What follows belongs to an exercise in optimizing a design on an open flow for small area and a short achievable clock period; a production flow would make more cautious choices.
In this exercise RTL edits were held to simulation tests only and were not proved equivalent to the original.

`flow/config.mk`:
```
export PLATFORM = sky130hd
export DESIGN_NAME = enigma
export DESIGN_NICKNAME = enigma
export VERILOG_FILES = /design/flow/design.v
export SDC_FILE = /design/flow/constraint.sdc
export NUM_CORES = 4
export LEC_CHECK = 0
export CAP_MARGIN = 20
export CORE_MARGIN = 2
export CORE_UTILIZATION = 60
export SLEW_MARGIN = 20
```
`flow/constraint.sdc`:
```
create_clock -name core_clock -period 14.0 [get_ports {clk}]
set_input_delay 2.8000 -clock core_clock [delete_from_list [all_inputs] [get_ports {clk}]]
set_output_delay 2.8000 -clock core_clock [all_outputs]
set_load 0.01 [all_outputs]
```
`flow/design.v`:
```
module enigma(clk, srst_n, load, encrypt, crypt_mode, table_idx, code_in, code_out, code_valid);
input clk;
input srst_n;
input load;
input encrypt;
input crypt_mode;
input [1:0] table_idx;
input [5:0] code_in;
output reg [5:0] code_out;
output reg code_valid;
integer i;
function [5:0] sw;
  input [1:0] md;
  input [5:0] d;
  case (md)
    2'b00: sw = ~d;
    2'b01: sw = {d[0], d[1], d[2], d[3], d[4], d[5]};
    2'b10: sw = {d[4], d[5], d[2], d[3], d[0], d[1]};
    default: sw = {d[2], d[1], d[0], d[5], d[4], d[3]};
  endcase
endfunction
reg rst_r, ldA_r, ldP_r, ldB_r, enc_r, cm_r;
reg [5:0] din_r;
always @(posedge clk) begin
  rst_r <= ~srst_n;
  ldA_r <= load & (table_idx == 2'd0);
  ldP_r <= load & (table_idx == 2'd1);
  ldB_r <= load & (table_idx == 2'd2);
  enc_r <= encrypt & ~load;
  cm_r  <= crypt_mode;
  din_r <= code_in;
end
reg [5:0] R [0:63];
reg [5:0] off;
always @(posedge clk) begin
  R[63] <= ldA_r ? din_r : R[0];
  for (i = 0; i < 63; i = i + 1) R[i] <= R[i+1];
  off <= ldA_r ? 6'd0 : off + 6'd1;
end
reg [5:0] P [0:63];
reg [5:0] pd1, pd2;
reg pl1, ppar;
always @(posedge clk) begin
  pd1 <= din_r;
  pd2 <= pd1;
  pl1 <= ldP_r;
  if (rst_r) ppar <= 1'b0;
  else if (ldP_r) ppar <= ~ppar;
end
wire [5:0] pwdata = ppar ? din_r : pd2;
always @(posedge clk) begin
  if (pl1) P[pd1] <= pwdata;
end
reg [5:0] s, q;
reg [1:0] m, sel;
reg vP1, vP2;
reg [5:0] p1, pa;
always @(posedge clk) begin
  p1 <= P[din_r];
  vP1 <= rst_r ? 1'b0 : enc_r;
  pa <= p1 + s + {4'd0, sel} - off - 6'd1;
  vP2 <= rst_r ? 1'b0 : vP1;
end
wire [5:0] pb = pa + {4'd0, sel};
wire [2:0] oi = pb[5:3];
wire [2:0] ei = pb[5:3] + {2'b00, pb[2]};
reg [5:0] ev [0:3];
reg [5:0] od [0:3];
always @* begin
  for (i = 0; i < 4; i = i + 1) begin
    ev[i] = R[{ei, 1'b0, i[1:0]}];
    od[i] = R[{oi, 1'b1, i[1:0]}];
  end
end
reg [5:0] cand [0:3];
reg [2:0] e;
always @* begin
  for (i = 0; i < 4; i = i + 1) begin
    e = pb[2:0] + i[2:0];
    cand[i] = e[2] ? od[e[1:0]] : ev[e[1:0]];
  end
end
reg [5:0] cr [0:3];
reg vK;
always @(posedge clk) begin
  for (i = 0; i < 4; i = i + 1) cr[i] <= cand[i];
  vK <= rst_r ? 1'b0 : vP2;
end
localparam [383:0] TT = {
  6'd33, 6'd0, 6'd20, 6'd41, 6'd27, 6'd31, 6'd45, 6'd12,
  6'd7, 6'd37, 6'd1, 6'd62, 6'd52, 6'd35, 6'd19, 6'd50,
  6'd59, 6'd36, 6'd4, 6'd15, 6'd11, 6'd30, 6'd39, 6'd51,
  6'd46, 6'd53, 6'd3, 6'd5, 6'd44, 6'd9, 6'd16, 6'd49,
  6'd55, 6'd60, 6'd34, 6'd14, 6'd63, 6'd32, 6'd2, 6'd54,
  6'd40, 6'd8, 6'd47, 6'd22, 6'd6, 6'd57, 6'd13, 6'd26,
  6'd38, 6'd18, 6'd29, 6'd21, 6'd24, 6'd58, 6'd28, 6'd10,
  6'd43, 6'd23, 6'd48, 6'd42, 6'd17, 6'd25, 6'd61, 6'd56};
reg [5:0] Bq [0:63];
reg [5:0] Bn [0:63];
reg [3:0] bh;
reg bhold;
always @* begin
  for (i = 0; i < 64; i = i + 1)
    Bn[i] = ({6{bh[0]}} & Bq[TT[i*6 +: 6] ^ 6'd0]) | ({6{bh[1]}} & Bq[TT[i*6 +: 6] ^ 6'd1])
          | ({6{bh[2]}} & Bq[TT[i*6 +: 6] ^ 6'd2]) | ({6{bh[3]}} & Bq[TT[i*6 +: 6] ^ 6'd3])
          | ({6{bhold}} & Bq[i]);
end
always @(posedge clk) begin
  Bq[63] <= Bn[63] | ({6{ldB_r}} & din_r);
  for (i = 0; i < 63; i = i + 1) Bq[i] <= Bn[i] | ({6{ldB_r}} & Bq[i+1]);
end
wire [5:0] a = cr[sel];
wire [5:0] b = sw(m, a);
wire [5:0] r = Bn[b];
wire [5:0] x = r ^ q;
reg [5:0] y;
always @* begin
  y = 6'd0;
  for (i = 0; i < 64; i = i + 1)
    if (Bn[i] == x) y = y | i[5:0];
end
wire [5:0] z = sw(m, y);
wire [1:0] inc = cm_r ? z[1:0] : a[1:0];
wire [1:0] k = cm_r ? x[1:0] : r[1:0];
always @(posedge clk) begin
  if (rst_r) begin
    s <= 6'd0; q <= 6'd1; m <= 2'd0; sel <= 2'd0;
  end else begin
    s <= s + {4'd0, sel};
    if (vK) begin
      q <= {q[4:0], q[4] ^ q[5]};
      m <= cm_r ? y[1:0] : b[1:0];
      sel <= inc;
    end else begin
      sel <= 2'd0;
    end
  end
  bh <= {4{vK & ~rst_r}} & (4'd1 << k);
  bhold <= ~(vK & ~rst_r) & ~(load & (table_idx == 2'd2));
end
reg [5:0] yr, ds1;
reg [1:0] mr;
reg vF1;
always @(posedge clk) begin
  yr <= y;
  mr <= m;
  ds1 <= off + 6'd1 - s - {4'd0, sel};    
  vF1 <= rst_r ? 1'b0 : vK;
end
wire [5:0] zf = sw(mr, yr);
reg [5:0] hi;
always @* begin
  hi = 6'd0;
  for (i = 0; i < 64; i = i + 1)
    if (R[i] == zf) hi = hi | i[5:0];
end
reg [5:0] hr, ds2;
reg vF2;
always @(posedge clk) begin
  hr <= hi;
  ds2 <= ds1;
  vF2 <= rst_r ? 1'b0 : vF1;
end
reg [5:0] wr;
reg vF3;
always @(posedge clk) begin
  wr <= hr + ds2;
  vF3 <= rst_r ? 1'b0 : vF2;
end
always @(posedge clk) begin
  code_out <= P[wr];
  code_valid <= rst_r ? 1'b0 : vF3;
end
endmodule
```
`flow/flow/run.sh`:
```
#!/bin/bash
set -euo pipefail
bash standard.sh SETUP_SLACK_MARGIN=9 finish > standard.log 2>&1
```
`flow/standard.sh`:
```
#!/bin/bash
# synth_recipe.tcl (not shown) runs the flow's synth.tcl, then flattens the netlist and writes it again
# the make line also repeats each setting of config.mk as NAME=value (left out here)
make -C /OpenROAD-flow-scripts/flow DESIGN_CONFIG=/design/flow/config.mk WORK_HOME=/design/flow/orfs CLKGATE_MAP_FILE= SYNTH_SCRIPT=/design/flow/synth_recipe.tcl "${@:-finish}"
```
==> reports/results.ini, run 1 <==
[floorplanning]
io_pins=20
dieWidth_um=358
start_util_pct=60.6
num_rows=129
fp.dieH_um=358

[logic_synthesis]
ys_seq_area_share_pct=39.4
synthMuxAreaShare_pct=10.6
synthAdderAreaFrac_pct=0.803
synth_compound_area_share_pct=21.4
synth-edff-count=384
synth_xor_area_share_pct=11.4
ys.flop_type=dfxtp_1
synthCells=7531
ys_seq_elements=1286
syn_avg_cell_area_sq_um=9.97
synthSimpleGateAreaFrac_pct=12.2
ys_types=105
yosys_warnings=8
synthesis.nets=7585
synth_area_leader_cell=dfxtp_1
synth_area_leaders=dfxtp_1, edfxtp_1, mux4_2
yosysTopAreaCellShare_pct=24.0
synthArstFlopShare_pct=0
syn_area_sq_um=75100
synth_top_family_by_area=compound AO/OA/AOI/OAI gates

[clock_network]
hold_buffers=0
cts_buffers=132
ctsRootBufferMaster=clkbuf_16
htree_levels=4
clkSinkCount=1286
clockBufferDepth=3

[grt]
track_usage_pct=78.8
grt_pass1_vias=85500
overflow=27
grt_max_degree=201
grt_pass1_wl_um=703000

[placement]
placed_area_sq_um=76900
port_buffers=19
dp_hpwl_um=309000
gp_congestion=1.27

[run_status]
lastStage=5_1_grt
tool.error=[ERROR GRT-0116] Global routing finished with congestion. Check the congestion regions in the DRC Viewer.
status=stopped before the end

==> stage by stage <==
step | instances | setup slack [ns]
after CTS | 9235 | 7.97
after detailed placement | 8749 | 5.01
after global placement | 8749 | 4.56
after floorplan | 7531 | 8.83
==> layer usage <==
metal / track usage (%) / GRT overflow
met1: 81.9 / 0
met2: 89.0 / 10
met5: 47.6 / 0
met3: 71.2 / 2
met4: 68.7 / 15
==> cell usage after synthesis (all sizes together) (145+ instances only) <==
master,count
xor2,359
xnor2,604
a22oi,386
edfxtp,384
a21o,361
mux4,291
clkbuf,334
o21ai,162
dfxtp,902
nand4,155
a21oi,299
nor2,339
nand2,868
buf,317
a222oi,386
nor3,145
==> kinds of logic after synthesis <==
kind of cell | after synthesis
XOR/XNOR | 966
AO/OA/AOI/OAI | 2114
flip-flops | 1286
multiplexers | 427
adder cells (fa/ha/maj) | 41
buffers and inverters | 747
AND/OR/NAND/NOR | 1950
==> how the worst min path moves through the flow <==
stage	endpoint	startpoint	cells after the start	slack, ns
4_1_cts	ds2[1]	ds1[1]	0	0.33
3_5_place_dp	ds2[0]	ds1[0]	0	0.31
3_3_place_gp	ds2[3]	ds1[3]	0	0.31
2_1_floorplan	ds2[0]	ds1[0]	0	0.31
==> timing repair <==
action,CTS
gates cloned,28
gates resized for setup,501
pin swaps,80
setup endpoints to repair,38
setup buffers,216
==> run 2: changes to the inputs <==
--- a/flow/design.v
+++ b/flow/design.v
@@ -53,13 +53,11 @@
 end
 reg [5:0] s, q;
 reg [1:0] m, sel;
-reg vP1, vP2;
-reg [5:0] p1, pa;
+reg vP;
+reg [5:0] pa;
 always @(posedge clk) begin
-  p1 <= P[din_r];
-  vP1 <= rst_r ? 1'b0 : enc_r;
-  pa <= p1 + s + {4'd0, sel} - off - 6'd1;
-  vP2 <= rst_r ? 1'b0 : vP1;
+  pa <= P[din_r] + s + {4'd0, sel} - off - 6'd1;
+  vP <= rst_r ? 1'b0 : enc_r;
 end
 wire [5:0] pb = pa + {4'd0, sel};
 wire [2:0] oi = pb[5:3];
@@ -84,7 +82,7 @@
 reg vK;
 always @(posedge clk) begin
   for (i = 0; i < 4; i = i + 1) cr[i] <= cand[i];
-  vK <= rst_r ? 1'b0 : vP2;
+  vK <= rst_r ? 1'b0 : vP;
 end
 localparam [383:0] TT = {
   6'd33, 6'd0, 6'd20, 6'd41, 6'd27, 6'd31, 6'd45, 6'd12,
@@ -161,14 +159,9 @@
   ds2 <= ds1;
   vF2 <= rst_r ? 1'b0 : vF1;
 end
-reg [5:0] wr;
-reg vF3;
+wire [5:0] w = hr + ds2;
 always @(posedge clk) begin
-  wr <= hr + ds2;
-  vF3 <= rst_r ? 1'b0 : vF2;
-end
-always @(posedge clk) begin
-  code_out <= P[wr];
-  code_valid <= rst_r ? 1'b0 : vF3;
+  code_out <= P[w];
+  code_valid <= rst_r ? 1'b0 : vF2;
 end
 endmodule
--- a/flow/config.mk
+++ b/flow/config.mk
@@ -7,5 +7,5 @@
 export LEC_CHECK = 0
 export CAP_MARGIN = 20
 export CORE_MARGIN = 2
-export CORE_UTILIZATION = 60
+export CORE_UTILIZATION = 40
 export SLEW_MARGIN = 20
==> reports/results.ini, run 2 <==
[logic_synthesis]
ys_seq_area_share_pct=40.8  ; +1.4 points
synthArstFlopShare_pct=0  ; unchanged
syn_area_sq_um=71800  ; -4.3%
synth_common_cells=dfxtp_1, nand2_1, xnor2_1
ys.flop_type=dfxtp_1
ys_seq_elements=1272  ; -1.1%
synthesis.nets=7139  ; -5.9%
yosys_warnings=8  ; unchanged
syn_avg_cell_area_sq_um=10.1  ; +1.7%
synthCells=7085  ; -5.9%
yosysTopAreaCellShare_pct=24.7  ; +0.70 points
synth_most_common_cell=dfxtp_1
ys_types=105  ; unchanged
synth_area_leader_cell=dfxtp_1
synth_area_leaders=dfxtp_1, edfxtp_1, mux4_2
synth-edff-count=384  ; unchanged

[routing]
routed_wl_um=426000
ant_nets=0
wire_per_inst_um=43.6
avgViaCountPerCell=7.18
via_count=70100
drc_errors=0
first_pass_iters=13
drt_iter0_drc=14100

[clock_network]
cts_buffers=144  ; +9.1%
cts.clk_slew.worst_paths_ns=0.05
clockBufferDepth=3  ; unchanged
clock_latency_ns=0.85
clkSinkCount=1272  ; -1.1%
htree_levels=4  ; unchanged
cts_tree=done
ctsRootBufferMaster=clkbuf_16
hold_buffers=0  ; unchanged

[final_layout]
regArea_sq_um=29400
area_growth_pct=22.3
reg.largest.list=Bq (384), P (384), R (384)
fin_area_sq_um=87800
multi_input_area_sq_um=43100
drive_gt1_share_pct=23.3
nNetsFinal=7318
final_cell_mix=dfxtp_1, nand2_1, xnor2_1
final_common_cell=dfxtp_1
post-route-util_pct=49.2
fillCellCount=16400

[timing]
max_freq_ghz=0.160
tightest_slew_ns=1.18
rsz0062_at_grt=true
finalHoldViolations=0
finalSetupViolCount=0
slew_violations=0
tns_ns=0
fin_skew_ns=0.0590
slew_headroom_pct=20.9
fin_crit_sh_pct=44.7
timing.final.ws_setup_ns=7.75
min_period_ns=6.25

[critical_path]
slowest_stage=or4b_4
reg2regPathDepth=25
rr_endpoint=sel[0]
path_class=reg -> reg
cp_slowest_stage_delay_ns=0.59
cp_max_fo=10
rrSetupSlack_ns=7.75
r2r_start=sel[1]
cp_data_required_time_ns=14.69
end_kind=flip-flop
critPathArrivalTime_ns=6.94
worst_path_most_repeated_cell=buf_4
critPathLaunchType=flip-flop

[grt]
overflow=0
track_usage_pct=44.7
antenna_found_initial=59
grt_pass1_wl_um=567000
grt_pass1_vias=64400
grt_max_degree=192

[placement]
dp_hpwl_um=296000  ; -3.9%
dp_worst_setup_slack_ns=5.63  ; +0.624 ns
placed_area_sq_um=74700  ; -2.7%
gp_congestion=1.17  ; -7.9%
port_buffers=19  ; unchanged

[worst_hold_path]
hold_class=reg -> reg
hp-start=ds1[0]
min_delay_path_depth=0
hold_path_end=ds2[0]

[job]
drv_cap=0

[floorplanning]
dieArea_sq_um=183000
coreArea_sq_um=178000
dieWidth_um=428  ; +20%
io_pins=20  ; unchanged
num_rows=155  ; +20%
fp.dieH_um=428  ; +20%
start_util_pct=40.3  ; -20 points

[run_status]
status=finished clean

==> run 2: how the worst max path moves through the flow <==
stage,endpoint,depth (start not counted),slack (ns),startpoint
5_1_grt,sel[1],24,7.74,sel[0]
2_1_floorplan,sel[1],24,8.50,sel[0]
3_5_place_dp,sel[1],19,5.63,sel[0]
3_3_place_gp,sel[0],19,5.37,sel[0]
6_report,sel[0],25,7.75,sel[1]
4_1_cts,sel[1],26,8.02,sel[0]
==> run 2: through the flow <==
stage	cells	hold WS, ns
CTS	9621	0.328
detailed placement	9079	0.314
global route	9745	0.339
global placement	9078	0.313
floorplan	7085	0.310
finish	9768	0.327
==> run 2: logic make-up after synthesis <==
| group | after synthesis | synth area share (%) |
|---|---|---|
| mux | 409 | 11.1 |
| flops | 1272 | 40.8 |
| simple gates | 1864 | 12.1 |
| buf+inv | 756 | 4.35 |
| fa+ha+maj | 41 | 0.839 |
| compound gates | 1954 | 21.0 |
| xor+xnor | 789 | 9.87 |
==> run 2: cell type report <==
class | count | share of cell area, %
inverter | 145 | 0.640
sequential | 1272 | 33.4
clock buffer | 205 | 4.67
tap | 2355 | 3.35
antenna | 33 | 0.0940
timing repair buffer | 643 | 7.97
clock inverter | 57 | 0.816
multi-input combinational | 5058 | 49.0
==> run 2: what timing repair did <==
action,CTS,global route
buffers inserted,260,106
gates cloned,20,6
hold endpoints to repair,0,0
resized for setup,697,184
pin swaps,127,92
endpoints found under the setup margin,44,36
==> run 2: worst max-delay path: cells and delay by family (launching register included) <==
kind,cells,cell delay (ns)
compound gates,7,1.61
buf+inv,9,1.54
mux,1,0.56
flops,1,0.37
simple gates,8,2.04
==> run 2: layer usage <==
layer / share of wire (%) / global-route usage [%] / vias to the layer above
met5: 0.11 / 0.781 / -
met4: 11 / 37.0 / 38
met3: 12 / 15.0 / 1740
met2: 42 / 65.0 / 5833
met1: 35 / 53.5 / 34600
li1: - / - / 27900
==> run 3: changes to the inputs <==
--- a/flow/config.mk
+++ b/flow/config.mk
@@ -7,5 +7,5 @@
 export LEC_CHECK = 0
 export CAP_MARGIN = 20
 export CORE_MARGIN = 2
-export CORE_UTILIZATION = 40
+export CORE_UTILIZATION = 45
 export SLEW_MARGIN = 20
==> reports/results.ini, run 3 <==
[run_status]
status=finished clean

[floorplanning]
coreArea_sq_um=158000  ; -11%
start_util_pct=45.4  ; +5.1 points
dieWidth_um=404  ; -5.7%
fp.dieH_um=404  ; -5.7%
dieArea_sq_um=163000  ; -11%
io_pins=20  ; unchanged
num_rows=146  ; -5.8%

[logic_synthesis]
synth-edff-count=384  ; unchanged
synthArstFlopShare_pct=0  ; unchanged
synth_most_common_cell=dfxtp_1
yosysTopAreaCellShare_pct=24.7  ; unchanged
syn_avg_cell_area_sq_um=10.1  ; unchanged
synth_area_leader_cell=dfxtp_1
synthesis.nets=7139  ; unchanged
synth_area_leaders=dfxtp_1, edfxtp_1, mux4_2
yosys_warnings=8  ; unchanged
syn_area_sq_um=71800  ; unchanged
ys_types=105  ; unchanged
synthCells=7085  ; unchanged
ys_seq_elements=1272  ; unchanged
synth_common_cells=dfxtp_1, nand2_1, xnor2_1
ys_seq_area_share_pct=40.8  ; unchanged
ys.flop_type=dfxtp_1

[critical_path]
cp_data_required_time_ns=14.71  ; +0.02 ns
end_kind=flip-flop
cp_max_fo=67  ; +57
reg2regPathDepth=17  ; -32%
critPathArrivalTime_ns=7.10  ; +0.16 ns
path_class=reg -> reg
critPathLaunchType=flip-flop
rrSetupSlack_ns=7.61  ; -0.13 ns

[clock_network]
clockBufferDepth=3  ; unchanged
cts_buffers=138  ; -4.2%
clkSinkCount=1272  ; unchanged
hold_buffers=0  ; unchanged
cts_tree=done
cts.clk_slew.worst_paths_ns=0.06  ; about the same
htree_levels=4  ; unchanged
clock_latency_ns=0.86  ; about the same
ctsRootBufferMaster=clkbuf_16

[timing]
fin_skew_ns=0.0700  ; +0.0110 ns
finalHoldViolations=0  ; unchanged
slew_headroom_pct=16.9  ; -4.0 points
holdWs_ns=0.326  ; -0.000789 ns
finalSetupViolCount=0  ; unchanged
tightest_slew_ns=1.24  ; +0.0596 ns
rsz0062_at_grt=true
min_period_ns=6.39  ; +0.132 ns
slew_violations=0  ; unchanged
max_freq_ghz=0.157  ; -2.1%
tns_ns=0  ; unchanged
fin_crit_sh_pct=45.6  ; +0.94 points

[final_layout]
final_cell_mix=dfxtp_1, nand2_1, xnor2_1
area_growth_pct=20.8
post-route-util_pct=54.8  ; +5.6 points
final_common_cell=dfxtp_1
nNetsFinal=7303  ; -0.20%
drive_gt1_share_pct=22.3  ; -1.0 points
fillCellCount=13700  ; -16%
multi_input_area_sq_um=42500  ; -1.2%
regArea_sq_um=29400  ; about the same
reg.largest.list=Bq (384), P (384), R (384)

[routing]
ant_nets=0  ; unchanged
drc_errors=0  ; unchanged
via_count=71400  ; +1.9%
wire_per_inst_um=45.0  ; +3.2%
avgViaCountPerCell=7.55  ; +5.2%
drt_iter0_drc=15600  ; +10%
first_pass_iters=17  ; +4
routed_wl_um=426000  ; about the same

[grt]
grt_pass1_vias=65200  ; +1.2%
grt_max_degree=105  ; -45%
overflow=0  ; unchanged
grt_pass1_wl_um=568000  ; +0.18%
track_usage_pct=50.7  ; +5.9 points
antenna_found_initial=52  ; -12%

[placement]
gp_congestion=1.17  ; -0.18%
dp_hpwl_um=293000  ; -1.1%
port_buffers=19  ; unchanged

[worst_hold_path]
hold_class=reg -> reg
min_delay_path_depth=0  ; unchanged

[job]
drv_cap=0  ; unchanged

[run 3: cell count changes in the layout (fill, tap and decap cells not counted), sizes merged, moves of 3 or more]
cell	before	now
clkinv	37	34
buf	601	585
clkinvlp	10	14
clkbuf	214	209
diode	33	28
inv	148	144
[run 3: per-stage QoR]
stage | setup slack, ns | area, sq um | cells
after floorplan | 8.50 | 71900 | 7085
after global placement | 4.67 | 74200 | 8784
after detailed placement | 4.81 | 74300 | 8789
after CTS | 8.02 | 84700 | 9333
after global routing | 7.73 | 86700 | 9442
final | 7.61 | 86800 | 9462
[run 3: logic make-up after synthesis]
group / Yosys count / share of synthesized area, %
AOI/OAI and AO/OA: 1954 / 21.0
muxes: 409 / 11.1
adders and majority gates: 41 / 0.839
and+or+nand+nor: 1864 / 12.1
DFF: 1272 / 40.8
buffers and inverters: 756 / 4.35
xor gates and xnor gates: 789 / 9.87
[run 3: worst max-delay path, stage by stage (launching register included)]
cell	delay, ns
dfxtp_4	0.49
buf_16	0.34
a222oi_1	0.36
nand2_1	0.50
a22o_1	0.54
a32o_1	0.43
nor4_2	0.38
nand3_1	0.23
buf_4	0.22
o22ai_1	0.19
nand2_1	0.33
a2111oi_4	0.74
or4b_4	0.59
nand4_1	0.18
nor4_4	0.09
nand4_1	0.09
a21oi_1	0.10
o31ai_2	0.30
[run 3: final cells by class]
class	instances	share of cell area [%]
clock buffer	200	4.66
tap	2072	2.99
clock inverter	53	0.741
multi-input combinational	5061	49.0
timing repair buffer	629	8.01
timing repair inverter	2	0.0115
antenna	28	0.0808
sequential	1272	33.8
inverter	145	0.650
[run 3: metal layers]
metal | vias to the layer above | share of wire, % | wire length [um] | GRT usage (%)
li1 | 27800 | - | - | -
met1 | 34900 | 34 | 143000 | 58.7
met2 | 6728 | 41 | 175000 | 72.3
met3 | 1978 | 14 | 58900 | 20.0
met4 | 24 | 12 | 49100 | 45.0
met5 | - | 0.065 | 278 | 1.10
[run 3: path summary, 6_finish.rpt]
path | start | endpoint
hold reg to reg | ds1[2] | ds2[2]
setup reg to reg | bh[1] | sel[0]
setup / recovery | bh[1] | sel[0]
hold / removal | ds1[2] | ds2[2]
[run 3: timing repair]
item                       4_1_cts  5_1_grt
gates cloned                    27        8
gates resized for setup        558      182
setup endpoints to repair       39       37
pin swaps                      104       71
buffers inserted               264       89
==> run 4: changes to the inputs <==
==> flow/flow/run.sh (replaced) <==
#!/bin/bash
set -euo pipefail
bash standard.sh SETUP_SLACK_MARGIN=8.5 finish > standard.log 2>&1
--- a/flow/config.mk
+++ b/flow/config.mk
@@ -7,5 +7,5 @@
 export LEC_CHECK = 0
 export CAP_MARGIN = 20
 export CORE_MARGIN = 2
-export CORE_UTILIZATION = 45
+export CORE_UTILIZATION = 40
 export SLEW_MARGIN = 20
==> reports/results.ini, run 4 <==
[logic_synthesis]
synth_area_leader_cell=dfxtp_1
synthAdderAreaFrac_pct=0.839  ; unchanged
ys.flop_type=dfxtp_1
synth_compound_area_share_pct=21.0  ; unchanged
synthMuxAreaShare_pct=11.1  ; unchanged
synth_xor_area_share_pct=9.87  ; unchanged
ys_seq_area_share_pct=40.8  ; unchanged
yosysTopAreaCellShare_pct=24.7  ; unchanged
synth_most_common_cell=dfxtp_1
synthCells=7085  ; unchanged
yosys_warnings=8  ; unchanged
syn_avg_cell_area_sq_um=10.1  ; unchanged
syn_area_sq_um=71800  ; unchanged
synth-edff-count=384  ; unchanged
ys_seq_elements=1272  ; unchanged
synthSimpleGateAreaFrac_pct=12.1  ; unchanged
synth_common_cells=dfxtp_1, nand2_1, xnor2_1
synth_area_leaders=dfxtp_1, edfxtp_1, mux4_2
synthesis.nets=7139  ; unchanged
synth_top_family_by_area=compound AO/OA/AOI/OAI gates
ys_types=105  ; unchanged
synthArstFlopShare_pct=0  ; unchanged

[grt]
overflow=0  ; unchanged
antenna_found_initial=49  ; -5.8%
grt_pass1_wl_um=579000  ; +1.9%
grt_pass1_vias=63600  ; -2.4%
track_usage_pct=46.0  ; -4.7 points
grt_max_degree=192  ; +83%

[clock_network]
clkSinkCount=1272  ; unchanged
clockBufferDepth=3  ; unchanged
cts.clk_slew.worst_paths_ns=0.06  ; about the same
htree_levels=4  ; unchanged
clock_latency_ns=0.84  ; -0.02 ns
hold_buffers=0  ; unchanged
cts_buffers=141  ; +2.2%
ctsRootBufferMaster=clkbuf_16
cts_tree=done

[worst_hold_path]
hold_path_end=ds2[5]
hp-start=ds1[5]
hold_class=reg -> reg
min_delay_path_depth=0  ; unchanged

[routing]
avgViaCountPerCell=7.21  ; -4.5%
wire_per_inst_um=45.2  ; +0.55%
ant_nets=0  ; unchanged
drc_errors=0  ; unchanged
first_pass_iters=15  ; -2
drt_iter0_drc=13400  ; -14%
routed_wl_um=439000  ; +3.2%
via_count=70000  ; -2.0%

[floorplanning]
fp.dieH_um=428  ; +6.0%
dieWidth_um=428  ; +6.0%
coreArea_sq_um=178000  ; +13%
io_pins=20  ; unchanged
dieArea_sq_um=183000  ; +12%
num_rows=155  ; +6.2%
start_util_pct=40.3  ; -5.1 points

[timing]
tightest_slew_ns=1.24  ; +0.00305 ns
finalHoldViolations=0  ; unchanged
fin_skew_ns=0.0683  ; -0.00161 ns
slew_violations=0  ; unchanged
tns_ns=0  ; unchanged
rsz0062_at_grt=true
slew_headroom_pct=16.7  ; -0.20 points
finalSetupViolCount=0  ; unchanged
min_period_ns=6.40  ; +0.0172 ns
timing.final.ws_setup_ns=7.60  ; -0.0172 ns
holdWs_ns=0.325  ; -0.00142 ns
max_freq_ghz=0.156  ; -0.27%
fin_crit_sh_pct=45.7  ; +0.12 points

[critical_path]
critPathLaunchType=flip-flop
crit_family=simple AND/OR/NAND/NOR gates
cp_data_required_time_ns=14.70  ; about the same
cp_max_fo=47  ; -30%
reg2regPathDepth=22  ; +5
worst_path_most_repeated_cell=buf_6
cp_cell_sequence=buf_8 -> or2_2 -> buf_6 -> nand2_1 -> nand2_2 -> nand3_1 -> a2111oi_1 -> nand4b_1 -> nor4_4 -> buf_6 -> a21oi_1 -> buf_6 -> clkbuf_4 -> o21ai_0 -> a211oi_2 -> nand4_1 -> nand4_1 -> nor4_4 -> buf_4 -> a31oi_2 -> a211oi_2 -> o211a_1
critPathArrivalTime_ns=7.10  ; about the same
slowest_stage=dfxtp_4
r2r_start=bh[2]
rr_endpoint=sel[1]
end_kind=flip-flop
rrSetupSlack_ns=7.60  ; -0.02 ns
path_class=reg -> reg
cp_slowest_stage_delay_ns=0.68  ; -0.06 ns
crit_buf_inv=6  ; +4

[placement]
dp_hpwl_um=312000  ; +6.4%
dp_worst_setup_slack_ns=5.33  ; +0.515 ns
dp.cells=9083  ; +3.3%
gp_congestion=1.15  ; -2.1%
port_buffers=19  ; unchanged

[final_layout]
fillCellCount=16400  ; +20%
drive_gt1_share_pct=22.2  ; -0.091 points
area_growth_pct=21.2
final_cell_mix=dfxtp_1, nand2_1, xnor2_1
final_common_cell=dfxtp_1
post-route-util_pct=48.8  ; -6.0 points
final_cells=9707  ; +2.6%
reg.largest.list=Bq (384), P (384), R (384)
nNetsFinal=7263  ; -0.55%

[run_status]
status=finished clean

[job]
drv_cap=0  ; unchanged

## run 4: per-stage QoR
step / cell area (sq um)
after floorplan: 71900
after global placement: 74800
after detailed placement: 74800
after CTS: 84700
after global routing: 87000
final: 87100
## run 4: kinds of logic (layout without fill, tap and decap cells)
family | after synthesis | in the layout
buffers and inverters | 756 | 990
other | 0 | 32
DFF | 1272 | 1272
adders and majority gates | 41 | 41
and+or+nand+nor | 1864 | 1865
xor gates and xnor gates | 789 | 789
AOI/OAI and AO/OA | 1954 | 1954
muxes | 409 | 409
## run 4: per-layer routing
layer / vias up / track usage (%) / wire length, um
met4: 30 / 37.7 / 46300
met3: 1656 / 15.8 / 52800
li1: 27700 / - / -
met2: 5806 / 67.3 / 184000
met1: 34800 / 54.5 / 156000
met5: - / 0.468 / 260
## run 4: worst max-delay path by stage
| stage | end | slack (ns) | start | depth (start not counted) |
|---|---|---|---|---|
| 6_report | sel[1] | 7.60 | bh[2] | 22 |
| 5_1_grt | sel[1] | 7.67 | sel[1] | 22 |
| 4_1_cts | sel[1] | 7.87 | sel[0] | 24 |
| 3_5_place_dp | sel[1] | 5.33 | sel[0] | 19 |
| 3_3_place_gp | sel[0] | 5.22 | sel[0] | 19 |
| 2_1_floorplan | sel[1] | 8.50 | sel[0] | 24 |
## run 4: layout make-up
class	instances	area [sq um]	share of cell area [%]
diodes	32	80.1	0.0920
flip-flops and latches	1272	29400	33.7
multi-input cells	5058	42800	49.2
inverters	145	556	0.638
clock buffers	199	4030	4.63
well taps	2355	2950	3.38
repair buffers	591	6510	7.48
clock inverters	55	779	0.895
## run 4: what timing repair did
action | in CTS | in global routing
setup endpoints to repair | 34 | 29
pin swaps | 108 | 88
gates resized for setup | 549 | 237
buffers inserted | 205 | 107
cloned | 15 | 10

[port drivers added, routing unchanged]
Ports are ideal in the flow. The routed layouts listed here were re-timed in OpenROAD.
Step 1 assumes that a clkbuf_16 drives the clock port and a buf_2 every other input.
Step 2 also shifts input and output timing later by t, the mid clock arrival at the registers, as if the neighbouring blocks saw the same clock.
Slacks: ideal / step 1 / step 2; pairs: ideal / step 1.
run	t, ns	slack for setup (ns)	worst setup path after step 2	clock arrival spread, ns	worst slew at a driven data input, ns
run 2	0.905	7.747 / 7.747 / 7.747	register to register	0.063 / 0.062	0.08
run 3	0.909	7.614 / 7.614 / 7.614	register to register	0.070 / 0.070	0.03
run 4	0.895	7.597 / 7.597 / 7.597	register to register	0.073 / 0.073	0.06
After both steps every run listed still meets setup and hold.
